Context: an optimization exercise on an open-source flow, tuned for small area. The choices shown serve that exercise and are no tape-out recipe. At most, simulation tests tie the RTL to the original design; equivalence was not proved. The clock port is modelled as an ideal driver, which makes a skipped or thinned clock tree look cheaper than it is; a real chip needs a root buffer or a tree. Power and IR drop assume default switching activity.

== try-garnet ==
==> flow/design.v (excerpt) <==
module main(
	input logic		_clk, _rst,
	input logic		up, down,
	output logic		hsync, vsync,
	output logic		active,
	output logic		r, g, b
);
For scale: roughly 850 cells after synthesis, ~10 I/O pins, about 0.0070 mm^2 of cells after synthesis.
clock: 40.0 ns
lec_check: 0
cap_margin: 20
core_margin: 2
core_utilization: 30
place_density: 0.45
slew_margin: 20
run.sh (not shown) runs the stock make flow with config.mk's settings and CLKGATE_MAP_FILE= SYNTH_SCRIPT=/design/flow/synth_recipe.tcl, a recipe that flattens the netlist after the stock synthesis.
Here is what was changed in the inputs of try-umber compared with try-garnet.
- CTS_CLUSTER_SIZE now 40, previously not set
- CTS_BUF_LIST now sky130_fd_sc_hd__clkbuf_8, previously not set
- CTS_CLUSTER_DIAMETER now 200, previously not set
Findings:
According to the power report, total power for try-umber is lower than for try-garnet. try-umber — sum of routed wire length over all layers 0.47% lower, try-garnet as reference. From try-umber to try-garnet, count of hold-fix buffers inserted at cts did not move at all. try-umber against try-garnet; number of filler cells placed in the layout is up slightly. | slack of the critical path | higher: try-garnet |. try-umber against try-garnet: internal power of the cells now sits lower; wire length of the first global-routing pass was more or less identical; cell area shrank by 1.3%; met2 routed wirelength shows an increase of 0.66%.
Modified inputs, try-indigo compared to try-umber
- CTS_BUF_LIST changed from sky130_fd_sc_hd__clkbuf_8 to sky130_fd_sc_hd__clkbuf_16
- CTS_CLUSTER_SIZE changed from 40 to 80
- CTS_CLUSTER_DIAMETER changed from 200 to 500
Results
Reported for try-umber and try-indigo, number of sequential cells turned out identical to the last digit.
From try-indigo to try-umber, fraction of synthesis flops using an asynchronous set or reset pin did not move at all.
Met1 track demand over resource in global routing delta (try-umber -> try-indigo): insignificant
Comparing proportion of power drawn by combinational gates for try-umber and try-indigo, the bigger number came from try-umber.
Clock skew | try-indigo below try-umber
Going from try-umber to try-indigo, total routing resource utilization after global routing was more or less identical; fraction of final layout cells sized beyond drive strength 1 level; detailed-routing iteration count for the pre-antenna-repair pass shrank by 1.

========
run a:
main, a different RTL version from the one above (not shown whole).
Size in the first run: about 690 cells after synthesis, roughly 10 I/O pins, roughly 5100 sq um of cells after synthesis.
Settings: LEC_CHECK=0, CAP_MARGIN=5, CORE_MARGIN=2, CORE_UTILIZATION=70, GPL_TIMING_DRIVEN=0, PLACE_DENSITY=0.8, SLEW_MARGIN=5; clock period 40.0 ns.
standard.sh (not shown) runs the stock make flow with config.mk's settings and CLKGATE_MAP_FILE= SYNTH_SCRIPT=/design/flow/synth_recipe.tcl, a recipe that flattens the netlist after the stock synthesis.
==> flow/flow/run.sh <==
#!/bin/bash
# Own layout flow: the standard flow (standard.sh) with two changes:
#  - synthesis maps the combinational logic with a stronger ABC script
#    (area.abc); registers are mapped before ABC, as in the standard synthesis;
#  - the clock is distributed by cts_own.tcl (a few clock buffers driven by
#    the clock port) instead of ORFS's CTS.
# Each step's output goes to a log file of its own in the work folder.
set -euo pipefail
W=$(pwd)
export OWN_ABC_SCRIPT=$W/flow/area.abc
export OWN_CLOCK_PORT=_clk
export OWN_CLOCK_BUF=${OWN_CLOCK_BUF:-sky130_fd_sc_hd__clkbuf_16}
export OWN_CLOCK_GROUPS=${OWN_CLOCK_GROUPS:-3}
S=(SYNTH_SCRIPT=$W/flow/own_synth.tcl ADDER_MAP_FILE= "BUFFER_PORTS_ARGS=-buffer_cell sky130_fd_sc_hd__buf_1")
bash standard.sh "${S[@]}" place > $W/flow_place.log 2>&1
bash standard.sh "${S[@]}" RUN_SCRIPT=$W/flow/cts_own.tcl RUN_LOG_NAME_STEM=4_1_cts run > $W/flow_cts.log 2>&1
bash standard.sh "${S[@]}" finish > $W/flow_finish.log 2>&1
==> flow/flow/cts_own.tcl <==
# Clock distribution for a small design: the registers are split into
# OWN_CLOCK_GROUPS groups by place (k-means), and one clock buffer per group,
# driven by the clock port, drives the group's clock pins (ORFS's CTS builds a
# nine-buffer tree plus dummy loads for 79 registers). Writes the same
# results as ORFS's cts step.
source $::env(SCRIPTS_DIR)/load.tcl
erase_non_stage_variables cts
load_design 3_place.odb 3_place.sdc
set_dont_use $::env(DONT_USE_CELLS)

set block [ord::get_db_block]
set db [ord::get_db]
set port_net [[$block findBTerm $::env(OWN_CLOCK_PORT)] getNet]
set master [$db findMaster $::env(OWN_CLOCK_BUF)]
set k $::env(OWN_CLOCK_GROUPS)
$port_net setSigType CLOCK

# the clock pins and their locations
set pins {}
foreach it [$port_net getITerms] {
  set bb [[$it getInst] getBBox]
  lappend pins [list $it [expr { ([$bb xMin] + [$bb xMax]) / 2.0 }] \
    [expr { ([$bb yMin] + [$bb yMax]) / 2.0 }]]
}
set n [llength $pins]
# k-means on the pin locations, seeded along the sorted x order
set sorted [lsort -real -index 1 $pins]
set cx {}
set cy {}
for { set g 0 } { $g < $k } { incr g } {
  set p [lindex $sorted [expr { int(($g + 0.5) * $n / $k) }]]
  lappend cx [lindex $p 1]
  lappend cy [lindex $p 2]
}
for { set iter 0 } { $iter < 50 } { incr iter } {
  set assign {}
  foreach p $pins {
    set best 0
    set bd 1e30
    for { set g 0 } { $g < $k } { incr g } {
      set dx [expr { [lindex $p 1] - [lindex $cx $g] }]
      set dy [expr { [lindex $p 2] - [lindex $cy $g] }]
      set d [expr { abs($dx) + abs($dy) }]
      if { $d < $bd } { set bd $d; set best $g }
    }
    lappend assign $best
  }
  for { set g 0 } { $g < $k } { incr g } {
    set sx 0.0; set sy 0.0; set m 0
    foreach p $pins a $assign {
      if { $a == $g } {
        set sx [expr { $sx + [lindex $p 1] }]
        set sy [expr { $sy + [lindex $p 2] }]
        incr m
      }
    }
    if { $m > 0 } {
      lset cx $g [expr { $sx / $m }]
      lset cy $g [expr { $sy / $m }]
    }
  }
}
for { set g 0 } { $g < $k } { incr g } {
  set buf [odb::dbInst_create $block $master clkbuf_own_$g]
  set net [odb::dbNet_create $block clknet_own_$g]
  $net setSigType CLOCK
  set m 0
  foreach p $pins a $assign {
    if { $a == $g } {
      set it [lindex $p 0]
      $it disconnect
      $it connect $net
      incr m
    }
  }
  puts "clock buffer $g drives $m clock pins"
  [$buf findITerm A] connect $port_net
  [$buf findITerm X] connect $net
  $buf setLocation [expr { int([lindex $cx $g]) }] [expr { int([lindex $cy $g]) }]
  $buf setPlacementStatus PLACED
}

set_placement_padding -global \
  -left $::env(CELL_PAD_IN_SITES_DETAIL_PLACEMENT) \
  -right $::env(CELL_PAD_IN_SITES_DETAIL_PLACEMENT)
detailed_placement
check_placement -verbose

set_propagated_clock [all_clocks]
estimate_parasitics -placement
report_clock_skew
report_check_types -max_slew -max_capacitance -violators
repair_timing_helper
detailed_placement
check_placement -verbose
report_metrics 4 "cts final"
orfs_write_db $::env(RESULTS_DIR)/4_1_cts.odb
orfs_write_sdc $::env(RESULTS_DIR)/4_cts.sdc
Other scripts of this flow, unchanged in this note and not shown: flow/flow/area.abc, flow/flow/own_synth.tcl
Run a | status: complete | timing, DRC, antenna: pass
Relative to run a, the following input files were edited for run b:
Settings: changing SLEW_MARGIN from 5 to 20; changing CAP_MARGIN from 5 to 20.
-- flow/flow/run.sh --
<<< run a, line 11
export OWN_CLOCK_PORT=_clk
export OWN_CLOCK_BUF=${OWN_CLOCK_BUF:-sky130_fd_sc_hd__clkbuf_16}
export OWN_CLOCK_GROUPS=${OWN_CLOCK_GROUPS:-3}
S=(SYNTH_SCRIPT=$W/flow/own_synth.tcl ADDER_MAP_FILE= "BUFFER_PORTS_ARGS=-buffer_cell sky130_fd_sc_hd__buf_1")
bash standard.sh "${S[@]}" place > $W/flow_place.log 2>&1
>>> run b, line 11
export OWN_CLOCK_PORT=_clk
export OWN_CLOCK_BUF=${OWN_CLOCK_BUF:-sky130_fd_sc_hd__clkbuf_16}
export OWN_CLOCK_GROUPS=${OWN_CLOCK_GROUPS:-4}
S=(SYNTH_SCRIPT=$W/flow/own_synth.tcl ADDER_MAP_FILE= "BUFFER_PORTS_ARGS=-buffer_cell sky130_fd_sc_hd__buf_1")
bash standard.sh "${S[@]}" place > $W/flow_place.log 2>&1
==> comparison <==
In run b relative to run a, via count of the first global-routing pass had gone down slightly. Higher setup slack of the critical path after layout among run b and run a: run b. Run a and run b ended up with roughly the same hold slack.
Function was not checked in any run of this note: the RTL went through the layout flow alone. In every run of this note, the design's own scripts or RTL, not TritonCTS, make the clock network.

[static timing again, ports no longer ideal]
The flow's constraints put no driver on any port. The routed layouts listed below were extracted and timed again, unchanged, in two steps.
Step 1, drivers: a clkbuf_16 drives _clk and a buf_2 each remaining input, both assumed.
Step 2 adds t to the input delays and takes it off the output delays; t is the mean of the earliest and latest rising clock arrival at the registers after step 1. Input paths then give back, and output paths get back, about the clock's delay inside the block.
Three values: ideal, step 1, step 2; two values: the first two.
| run | t (ns) | setup WS [ns] | worst hold slack (ns) | slew at the worst register clock pin (ns) |
|---|---|---|---|---|
| try-garnet | 0.392 | 27.354 / 27.315 / 27.707 | 0.489 / 0.489 / 0.489 | 0.07 / 0.07 |
| try-umber | 0.408 | 27.326 / 27.289 / 27.697 | 0.491 / 0.491 / 0.491 | 0.10 / 0.10 |
| try-indigo | 0.392 | 27.354 / 27.315 / 27.707 | 0.489 / 0.489 / 0.489 | 0.07 / 0.07 |
| run a | 0.222 | 26.274 / 26.209 / 26.431 | 0.507 / 0.508 / 0.508 | 0.11 / 0.11 |
| run b | 0.226 | 26.873 / 26.791 / 27.018 | 0.505 / 0.505 / 0.505 | 0.10 / 0.10 |
After both steps every run listed still meets setup and hold.
